This is an optimization exercise on Yosys and OpenROAD, whose aim is small area, a short achievable clock period and few clock cycles per item, not a production implementation.
At most, simulation tests tie the RTL to the original design; equivalence was not proved.

==> v27 <==
## main
module main (
    input wire [15:0] v, x,
    input wire clk, reset, start,
    output wire done,
    output wire [15:0] final_result
);
    reg [5:0] p;
    reg done_r;
    reg [14:0] X2;
    reg [13:0] T;
    reg [15:0] F;
    wire [9:0] u1;
    pre85 p85 (.X2(X2), .u1(u1));
    wire [8:0] a23;
    pre2 p23 (.T(T), .s(p[2]), .q(a23));
    wire [8:0] t9 = T[8:0];
    wire k1 = (t9 != 9'd0), k2 = (t9 >= 9'd90), k3 = (t9 >= 9'd179);
    wire k4 = (t9 >= 9'd268), k5 = (t9 >= 9'd357), k6 = (t9 >= 9'd446);
    wire [2:0] a4 = {k4, (k2 & ~k4) | k6, (k1 & ~k2) | (k3 & ~k4) | (k5 & ~k6)};
    wire [13:0] ra = p[1] ? 14'd2048 : F[13:0];
    wire [13:0] rb = p[1] ? {1'b1, ~X2[14:1]} : T;
    wire [14:0] rc;
    wire [13:0] acc_n;
    assign rc[0] = p[1] & ~X2[0];
    genvar i;
    generate
        for (i = 0; i < 14; i = i + 1) begin : rip
            assign acc_n[i] = ra[i] ^ rb[i] ^ rc[i];
            assign rc[i+1] = (ra[i] & rb[i]) | (ra[i] & rc[i]) | (rb[i] & rc[i]);
        end
    endgenerate
    wire [13:0] accf = F[13:0] + T;
    wire [13:0] A = ({14{p[0]}} & x[13:0]) | ({14{p[1]}} & {4'b0, u1}) |
                    ({14{p[2] | p[3]}} & {5'b0, a23}) | ({14{p[4]}} & {11'b0, a4}) |
                    ({14{p[5]}} & accf);
  ...
Settings: LEC_CHECK=0, ABC_AREA=1, CAP_MARGIN=20, CORE_MARGIN=2, CORE_UTILIZATION=40, SETUP_SLACK_MARGIN=4.0, SLEW_MARGIN=20; clock period 13.0 ns.
standard.sh (not shown) runs the stock make flow with config.mk's settings and CLKGATE_MAP_FILE= SYNTH_SCRIPT=/design/flow/synth_recipe.tcl, a recipe that flattens the netlist after the stock synthesis.
==> flow/flow/run.sh <==
#!/bin/bash
# The standard layout (standard.sh) with two changes:
#  - the ports get plain buf_2 buffers instead of the delay cells buffer_ports
#    picks by default (every port still gets its buffer);
#  - after the standard synthesis, flow/polopt.py chooses the polarity of each
#    full-adder cell (a full adder is self-dual) so that fewer inverters are
#    needed between adder cells, and rebuilds a half adder from plain gates
#    (xnor2, nand2) where its outputs are wanted inverted. Registers and their
#    names are untouched.
# Each tool's output goes to its own log file in this folder.
set -euo pipefail
export BUFFER_PORTS_ARGS="-buffer_cell sky130_fd_sc_hd__buf_2"
RES="$PWD/orfs/results/sky130hd/main/base"
bash standard.sh "$RES/1_2_yosys.v" > synth.log 2>&1
python3 flow/polopt.py "$RES/1_2_yosys.v" "$RES/1_2_yosys_pol.v" > polopt.log 2>&1
mv "$RES/1_2_yosys_pol.v" "$RES/1_2_yosys.v"
bash standard.sh > standard_flow.log 2>&1
Other scripts of this flow, unchanged in this note and not shown: flow/flow/polopt.py
==> inputs of v18, as changes to v27 <==
--- a/flow/design.v
+++ b/flow/design.v
@@ -426,152 +426,43 @@
     wire w71 = w18 ^ w41 ^ w40;
     wire w72 = (w18 & w41) | (w18 & w40) | (w41 & w40);
     wire w73 = X2[14] ^ w43 ^ w42;
     wire w74 = (X2[14] & w43) | (X2[14] & w42) | (w43 & w42);
     wire w75 = X2[11] ^ X2[13] ^ w44;
     wire w76 = (X2[11] & X2[13]) | (X2[11] & w44) | (X2[13] & w44);
     wire w77 = X2[12] ^ X2[14];
     wire w78 = X2[12] & X2[14];
-    wire w79 = X2[0] & X2[0];
-    wire w80 = X2[0] ^ X2[0];
-    wire w81 = w45 & X2[0];
-    wire w82 = w45 ^ X2[0];
-    wire w83 = w46 & w47;
-    wire w84 = w46 ^ w47;
-    wire w85 = w48 & w49;
-    wire w86 = w48 ^ w49;
-    wire w87 = w50 & w51;
-    wire w88 = w50 ^ w51;
-    wire w89 = w52 & w53;
-    wire w90 = w52 ^ w53;
-    wire w91 = w54 & w55;
-    wire w92 = w54 ^ w55;
-    wire w93 = w56 & w57;
-    wire w94 = w56 ^ w57;
-    wire w95 = w58 & w59;
-    wire w96 = w58 ^ w59;
-    wire w97 = w60 & w61;
-    wire w98 = w60 ^ w61;
-    wire w99 = w62 & w63;
-    wire w100 = w62 ^ w63;
-    wire w101 = w64 & w65;
-    wire w102 = w64 ^ w65;
-    wire w103 = w66 & w67;
-    wire w104 = w66 ^ w67;
-    wire w105 = w68 & w69;
-    wire w106 = w68 ^ w69;
-    wire w107 = w70 & w71;
-    wire w108 = w70 ^ w71;
-    wire w109 = w72 & w73;
-    wire w110 = w72 ^ w73;
-    wire w111 = w74 & w75;
-    wire w112 = w74 ^ w75;
-    wire w113 = w76 & w77;
-    wire w114 = w76 ^ w77;
-    wire w115 = w78 & X2[13];
-    wire w116 = w78 ^ X2[13];
-    wire w117 = X2[1] & w79;
-    wire w118 = w83 | (w84 & w81);
-    wire w119 = w84 & w82;
-    wire w120 = w87 | (w88 & w85);
-    wire w121 = w88 & w86;
-    wire w122 = w91 | (w92 & w89);
-    wire w123 = w92 & w90;
-    wire w124 = w95 | (w96 & w93);
-    wire w125 = w96 & w94;
-    wire w126 = w99 | (w100 & w97);
-    wire w127 = w100 & w98;
-    wire w128 = w103 | (w104 & w101);
-    wire w129 = w104 & w102;
-    wire w130 = w107 | (w108 & w105);
-    wire w131 = w108 & w106;
-    wire w132 = w111 | (w112 & w109);
-    wire w133 = w112 & w110;
-    wire w134 = w115 | (w116 & w113);
-    wire w135 = w116 & w114;
-    wire w136 = w81 | (w82 & w117);
-    wire w137 = w118 | (w119 & w117);
-    wire w138 = w89 | (w90 & w120);
-    wire w139 = w90 & w121;
-    wire w140 = w122 | (w123 & w120);
-    wire w141 = w123 & w121;
-    wire w142 = w97 | (w98 & w124);
-    wire w143 = w98 & w125;
-    wire w144 = w126 | (w127 & w124);
-    wire w145 = w127 & w125;
-    wire w146 = w105 | (w106 & w128);
-    wire w147 = w106 & w129;
-    wire w148 = w130 | (w131 & w128);
-    wire w149 = w131 & w129;
-    wire w150 = w113 | (w114 & w132);
-    wire w151 = w114 & w133;
-    wire w152 = w134 | (w135 & w132);
-    wire w153 = w135 & w133;
-    wire w154 = w85 | (w86 & w137);
-    wire w155 = w120 | (w121 & w137);
-    wire w156 = w138 | (w139 & w137);
-    wire w157 = w140 | (w141 & w137);
-    wire w158 = w101 | (w102 & w144);
-    wire w159 = w102 & w145;
-    wire w160 = w128 | (w129 & w144);
-    wire w161 = w129 & w145;
-    wire w162 = w146 | (w147 & w144);
-    wire w163 = w147 & w145;
-    wire w164 = w148 | (w149 & w144);
-    wire w165 = w149 & w145;
-    wire w166 = X2[14] & w152;
-    wire w167 = X2[14] & w153;
-    wire w168 = w93 | (w94 & w157);
-    wire w169 = w124 | (w125 & w157);
-    wire w170 = w142 | (w143 & w157);
-    wire w171 = w144 | (w145 & w157);
-    wire w172 = w158 | (w159 & w157);
-    wire w173 = w160 | (w161 & w157);
-    wire w174 = w162 | (w163 & w157);
-    wire w175 = w164 | (w165 & w157);
-    wire w176 = w109 | (w110 & w175);
-    wire w177 = w132 | (w133 & w175);
-    wire w178 = w150 | (w151 & w175);
-    wire w179 = w152 | (w153 & w175);
-    wire w180 = w166 | (w167 & w175);
-    wire w181 = w100 ^ w170;
-    wire w182 = w102 ^ w171;
-    wire w183 = w104 ^ w172;
-    wire w184 = w106 ^ w173;
-    wire w185 = w108 ^ w174;
-    wire w186 = w110 ^ w175;
-    wire w187 = w112 ^ w176;
-    wire w188 = w114 ^ w177;
-    wire w189 = w116 ^ w178;
-    wire w190 = X2[14] ^ w179;
-    assign u1 = {w190, w189, w188, w187, w186, w185, w184, w183, w182, w181};
+    wire [20:0] sx = {X2[14], w78, w76, w74, w72, w70, w68, w66, w64, w62, w60, w58, w56, w54, w52, w50, w48, w46, w45, X2[1], X2[0]};
+    wire [20:0] sy = {1'b0, X2[13], w77, w75, w73, w71, w69, w67, w65, w63, w61, w59, w57, w55, w53, w51, w49, w47, X2[0], 1'b0, X2[0]};
+    wire [20:0] sum = sx + sy;
+    assign u1 = sum[20:11];
 endmodule
 module pre2 (
     input wire [13:0] T,
     input wire s,
     output wire [8:0] q
 );
     wire [13:0] Tn = T ^ {14{~s}};
-    wire sx = ~s & Tn[13];
+    wire sgn = ~s & Tn[13];
     wire m3 = ~s & Tn[0];
     wire m4 = s ? T[0] : Tn[1];
     wire m5 = s ? T[1] : Tn[2];
     wire m6 = s ? T[2] : Tn[3];
     wire m7 = s ? T[3] : Tn[4];
     wire m8 = s ? T[4] : Tn[5];
     wire m9 = s ? T[5] : Tn[6];
     wire m10 = s ? T[6] : Tn[7];
     wire m11 = s ? T[7] : Tn[8];
     wire m12 = s ? T[8] : Tn[9];
     wire m13 = s ? T[9] : Tn[10];
     wire m14 = s ? T[10] : Tn[11];
     wire m15 = s ? T[11] : Tn[12];
     wire m16 = s ? T[12] : Tn[13];
-    wire m17 = s ? T[13] : sx;
+    wire m17 = s ? T[13] : sgn;
     wire w1 = s ^ ~s;
     wire w2 = s & ~s;
     wire w3 = s ^ m4;
     wire w4 = s & m4;
     wire w5 = s ^ m5;
     wire w6 = s & m5;
     wire w7 = s ^ m6;
     wire w8 = s & m6;
@@ -602,24 +493,24 @@
     wire w33 = m10 ^ Tn[10];
     wire w34 = m10 & Tn[10];
     wire w35 = m11 ^ Tn[11];
     wire w36 = m11 & Tn[11];
     wire w37 = m12 ^ Tn[12];
     wire w38 = m12 & Tn[12];
     wire w39 = m13 ^ Tn[13];
     wire w40 = m13 & Tn[13];
-    wire w41 = m14 ^ sx;
-    wire w42 = m14 & sx;
-    wire w43 = m15 ^ sx;
-    wire w44 = m15 & sx;
-    wire w45 = m16 ^ sx;
-    wire w46 = m16 & sx;
-    wire w47 = m17 ^ sx;
-    wire w48 = m17 & sx;
+    wire w41 = m14 ^ sgn;
+    wire w42 = m14 & sgn;
+    wire w43 = m15 ^ sgn;
+    wire w44 = m15 & sgn;
+    wire w45 = m16 ^ sgn;
+    wire w46 = m16 & sgn;
+    wire w47 = m17 ^ sgn;
+    wire w48 = m17 & sgn;
     wire w49 = w13 & Tn[0];
     wire w50 = w13 ^ Tn[0];
     wire w51 = w14 & w15;
     wire w52 = w14 ^ w15;
     wire w53 = w16 & w17;
     wire w54 = w16 ^ w17;
     wire w55 = w18 & w19;
     wire w56 = w18 ^ w19;
==> inputs of v21, as changes to v27 <==
--- a/flow/design.v
+++ b/flow/design.v
@@ -426,152 +426,43 @@
     wire w71 = w18 ^ w41 ^ w40;
     wire w72 = (w18 & w41) | (w18 & w40) | (w41 & w40);
     wire w73 = X2[14] ^ w43 ^ w42;
     wire w74 = (X2[14] & w43) | (X2[14] & w42) | (w43 & w42);
     wire w75 = X2[11] ^ X2[13] ^ w44;
     wire w76 = (X2[11] & X2[13]) | (X2[11] & w44) | (X2[13] & w44);
     wire w77 = X2[12] ^ X2[14];
     wire w78 = X2[12] & X2[14];
-    wire w79 = X2[0] & X2[0];
-    wire w80 = X2[0] ^ X2[0];
-    wire w81 = w45 & X2[0];
-    wire w82 = w45 ^ X2[0];
-    wire w83 = w46 & w47;
-    wire w84 = w46 ^ w47;
-    wire w85 = w48 & w49;
-    wire w86 = w48 ^ w49;
-    wire w87 = w50 & w51;
-    wire w88 = w50 ^ w51;
-    wire w89 = w52 & w53;
-    wire w90 = w52 ^ w53;
-    wire w91 = w54 & w55;
-    wire w92 = w54 ^ w55;
-    wire w93 = w56 & w57;
-    wire w94 = w56 ^ w57;
-    wire w95 = w58 & w59;
-    wire w96 = w58 ^ w59;
-    wire w97 = w60 & w61;
-    wire w98 = w60 ^ w61;
-    wire w99 = w62 & w63;
-    wire w100 = w62 ^ w63;
-    wire w101 = w64 & w65;
-    wire w102 = w64 ^ w65;
-    wire w103 = w66 & w67;
-    wire w104 = w66 ^ w67;
-    wire w105 = w68 & w69;
-    wire w106 = w68 ^ w69;
-    wire w107 = w70 & w71;
-    wire w108 = w70 ^ w71;
-    wire w109 = w72 & w73;
-    wire w110 = w72 ^ w73;
-    wire w111 = w74 & w75;
-    wire w112 = w74 ^ w75;
-    wire w113 = w76 & w77;
-    wire w114 = w76 ^ w77;
-    wire w115 = w78 & X2[13];
-    wire w116 = w78 ^ X2[13];
-    wire w117 = X2[1] & w79;
-    wire w118 = w83 | (w84 & w81);
-    wire w119 = w84 & w82;
-    wire w120 = w87 | (w88 & w85);
-    wire w121 = w88 & w86;
-    wire w122 = w91 | (w92 & w89);
-    wire w123 = w92 & w90;
-    wire w124 = w95 | (w96 & w93);
-    wire w125 = w96 & w94;
-    wire w126 = w99 | (w100 & w97);
-    wire w127 = w100 & w98;
-    wire w128 = w103 | (w104 & w101);
-    wire w129 = w104 & w102;
-    wire w130 = w107 | (w108 & w105);
-    wire w131 = w108 & w106;
-    wire w132 = w111 | (w112 & w109);
-    wire w133 = w112 & w110;
-    wire w134 = w115 | (w116 & w113);
-    wire w135 = w116 & w114;
-    wire w136 = w81 | (w82 & w117);
-    wire w137 = w118 | (w119 & w117);
-    wire w138 = w89 | (w90 & w120);
-    wire w139 = w90 & w121;
-    wire w140 = w122 | (w123 & w120);
-    wire w141 = w123 & w121;
-    wire w142 = w97 | (w98 & w124);
-    wire w143 = w98 & w125;
-    wire w144 = w126 | (w127 & w124);
-    wire w145 = w127 & w125;
-    wire w146 = w105 | (w106 & w128);
-    wire w147 = w106 & w129;
-    wire w148 = w130 | (w131 & w128);
-    wire w149 = w131 & w129;
-    wire w150 = w113 | (w114 & w132);
-    wire w151 = w114 & w133;
-    wire w152 = w134 | (w135 & w132);
-    wire w153 = w135 & w133;
-    wire w154 = w85 | (w86 & w137);
-    wire w155 = w120 | (w121 & w137);
-    wire w156 = w138 | (w139 & w137);
-    wire w157 = w140 | (w141 & w137);
-    wire w158 = w101 | (w102 & w144);
-    wire w159 = w102 & w145;
-    wire w160 = w128 | (w129 & w144);
-    wire w161 = w129 & w145;
-    wire w162 = w146 | (w147 & w144);
-    wire w163 = w147 & w145;
-    wire w164 = w148 | (w149 & w144);
-    wire w165 = w149 & w145;
-    wire w166 = X2[14] & w152;
-    wire w167 = X2[14] & w153;
-    wire w168 = w93 | (w94 & w157);
-    wire w169 = w124 | (w125 & w157);
-    wire w170 = w142 | (w143 & w157);
-    wire w171 = w144 | (w145 & w157);
-    wire w172 = w158 | (w159 & w157);
-    wire w173 = w160 | (w161 & w157);
-    wire w174 = w162 | (w163 & w157);
-    wire w175 = w164 | (w165 & w157);
-    wire w176 = w109 | (w110 & w175);
-    wire w177 = w132 | (w133 & w175);
-    wire w178 = w150 | (w151 & w175);
-    wire w179 = w152 | (w153 & w175);
-    wire w180 = w166 | (w167 & w175);
-    wire w181 = w100 ^ w170;
-    wire w182 = w102 ^ w171;
-    wire w183 = w104 ^ w172;
-    wire w184 = w106 ^ w173;
-    wire w185 = w108 ^ w174;
-    wire w186 = w110 ^ w175;
-    wire w187 = w112 ^ w176;
-    wire w188 = w114 ^ w177;
-    wire w189 = w116 ^ w178;
-    wire w190 = X2[14] ^ w179;
-    assign u1 = {w190, w189, w188, w187, w186, w185, w184, w183, w182, w181};
+    wire [20:0] sx = {X2[14], w78, w76, w74, w72, w70, w68, w66, w64, w62, w60, w58, w56, w54, w52, w50, w48, w46, w45, X2[1], X2[0]};
+    wire [20:0] sy = {1'b0, X2[13], w77, w75, w73, w71, w69, w67, w65, w63, w61, w59, w57, w55, w53, w51, w49, w47, X2[0], 1'b0, X2[0]};
+    wire [20:0] sum = sx + sy;
+    assign u1 = sum[20:11];
 endmodule
 module pre2 (
     input wire [13:0] T,
     input wire s,
     output wire [8:0] q
 );
     wire [13:0] Tn = T ^ {14{~s}};
-    wire sx = ~s & Tn[13];
+    wire sgn = ~s & Tn[13];
     wire m3 = ~s & Tn[0];
     wire m4 = s ? T[0] : Tn[1];
     wire m5 = s ? T[1] : Tn[2];
     wire m6 = s ? T[2] : Tn[3];
     wire m7 = s ? T[3] : Tn[4];
     wire m8 = s ? T[4] : Tn[5];
     wire m9 = s ? T[5] : Tn[6];
     wire m10 = s ? T[6] : Tn[7];
     wire m11 = s ? T[7] : Tn[8];
     wire m12 = s ? T[8] : Tn[9];
     wire m13 = s ? T[9] : Tn[10];
     wire m14 = s ? T[10] : Tn[11];
     wire m15 = s ? T[11] : Tn[12];
     wire m16 = s ? T[12] : Tn[13];
-    wire m17 = s ? T[13] : sx;
+    wire m17 = s ? T[13] : sgn;
     wire w1 = s ^ ~s;
     wire w2 = s & ~s;
     wire w3 = s ^ m4;
     wire w4 = s & m4;
     wire w5 = s ^ m5;
     wire w6 = s & m5;
     wire w7 = s ^ m6;
     wire w8 = s & m6;
@@ -602,24 +493,24 @@
     wire w33 = m10 ^ Tn[10];
     wire w34 = m10 & Tn[10];
     wire w35 = m11 ^ Tn[11];
     wire w36 = m11 & Tn[11];
     wire w37 = m12 ^ Tn[12];
     wire w38 = m12 & Tn[12];
     wire w39 = m13 ^ Tn[13];
     wire w40 = m13 & Tn[13];
-    wire w41 = m14 ^ sx;
-    wire w42 = m14 & sx;
-    wire w43 = m15 ^ sx;
-    wire w44 = m15 & sx;
-    wire w45 = m16 ^ sx;
-    wire w46 = m16 & sx;
-    wire w47 = m17 ^ sx;
-    wire w48 = m17 & sx;
+    wire w41 = m14 ^ sgn;
+    wire w42 = m14 & sgn;
+    wire w43 = m15 ^ sgn;
+    wire w44 = m15 & sgn;
+    wire w45 = m16 ^ sgn;
+    wire w46 = m16 & sgn;
+    wire w47 = m17 ^ sgn;
+    wire w48 = m17 & sgn;
     wire w49 = w13 & Tn[0];
     wire w50 = w13 ^ Tn[0];
     wire w51 = w14 & w15;
     wire w52 = w14 ^ w15;
     wire w53 = w16 & w17;
     wire w54 = w16 ^ w17;
     wire w55 = w18 & w19;
     wire w56 = w18 ^ w19;
--- a/flow/config.mk
+++ b/flow/config.mk
@@ -6,8 +6,9 @@
 export NUM_CORES = 4
 export LEC_CHECK = 0
 export ABC_AREA = 1
 export CAP_MARGIN = 20
 export CORE_MARGIN = 2
 export CORE_UTILIZATION = 40
 export SETUP_SLACK_MARGIN = 4.0
 export SLEW_MARGIN = 20
+export SYNTH_HIERARCHICAL = 1
==> run notes <==
commonest non-fill, non-tap cells in the layout=nand2_1 (514), inv_1 (204), fa_1 (119); CP required=13.06 ns; data arrival time of the critical path=8.55 ns; setup slack after layout=4.51 ns; met1 WL=18.0 mm; status=timing/DRC/antenna clean; met2 usage=0.410; Fin Hold WS=0.447 ns; Die Y-Extent=177 microns; n_taps=390; Reg2Reg Depth=36; Yosys warning total=1
The numbers above come from v27.

==> run notes <==
status=timing/DRC/antenna clean; Reg2Reg Depth=38; n_taps=390; final setup violation count=0; setup slack after layout=4.58 ns; CP required=13.09 ns; met1 WL=16.6 mm; CTS Buf Count=5
The numbers above come from v18.

==> run notes <==
met1 WL=18.1 mm; Fin Hold WS=0.478 ns; Fill cells=3228; Die Y-Extent=183 microns; Yosys warning total=7; Reg2Reg Depth=34; Reg with most FFs=F; n_taps=402; commonest non-fill, non-tap cells in the layout=nand2_1 (503), inv_1 (239), nor2_1 (128); met2 usage=0.372; status=timing/DRC/antenna clean; setup slack after layout=4.56 ns
The numbers above come from v21.

Testbench counts of v18, summed over its fixed seeds: cycles 14,400, items 2,400.
Testbench counts of v21, summed over its fixed seeds: cycles 14,400, items 2,400.
For v27, only the layout was checked, not whether the RTL still works.

[re-timing with driven ports]
The flow's constraints put no driver on any port. The routed layouts listed below were extracted and timed again, unchanged, in two steps. Step 1, drivers: a clkbuf_16 drives clk and a buf_2 each remaining input, both assumed. Step 2 moves the port delays by t, midway between the first and last clock arrival at a register: inputs arrive t later, outputs are due t later. That takes back most of the time a late clock gives input paths. Slacks: ideal ports / drivers / drivers and shift; pairs: ideal ports / drivers.
run	t (ns)	setup WS [ns]	hold WS [ns]	worst register clock-pin slew, ns	cell pins on the clock port's net
v27	0.334	4.506 / 4.506 / 4.210	0.447 / 0.447 / 0.447	0.07 / 0.07	1
v18	0.337	4.580 / 4.596 / 4.259	0.451 / 0.451 / 0.451	0.08 / 0.08	1
v21	0.331	4.563 / 4.563 / 4.295	0.478 / 0.478 / 0.478	0.08 / 0.08	1
After both steps every run listed still meets setup and hold. For v18, which loses most, drivers alone change the setup slack by +0.016 ns; drivers and shift together by -0.321 ns.
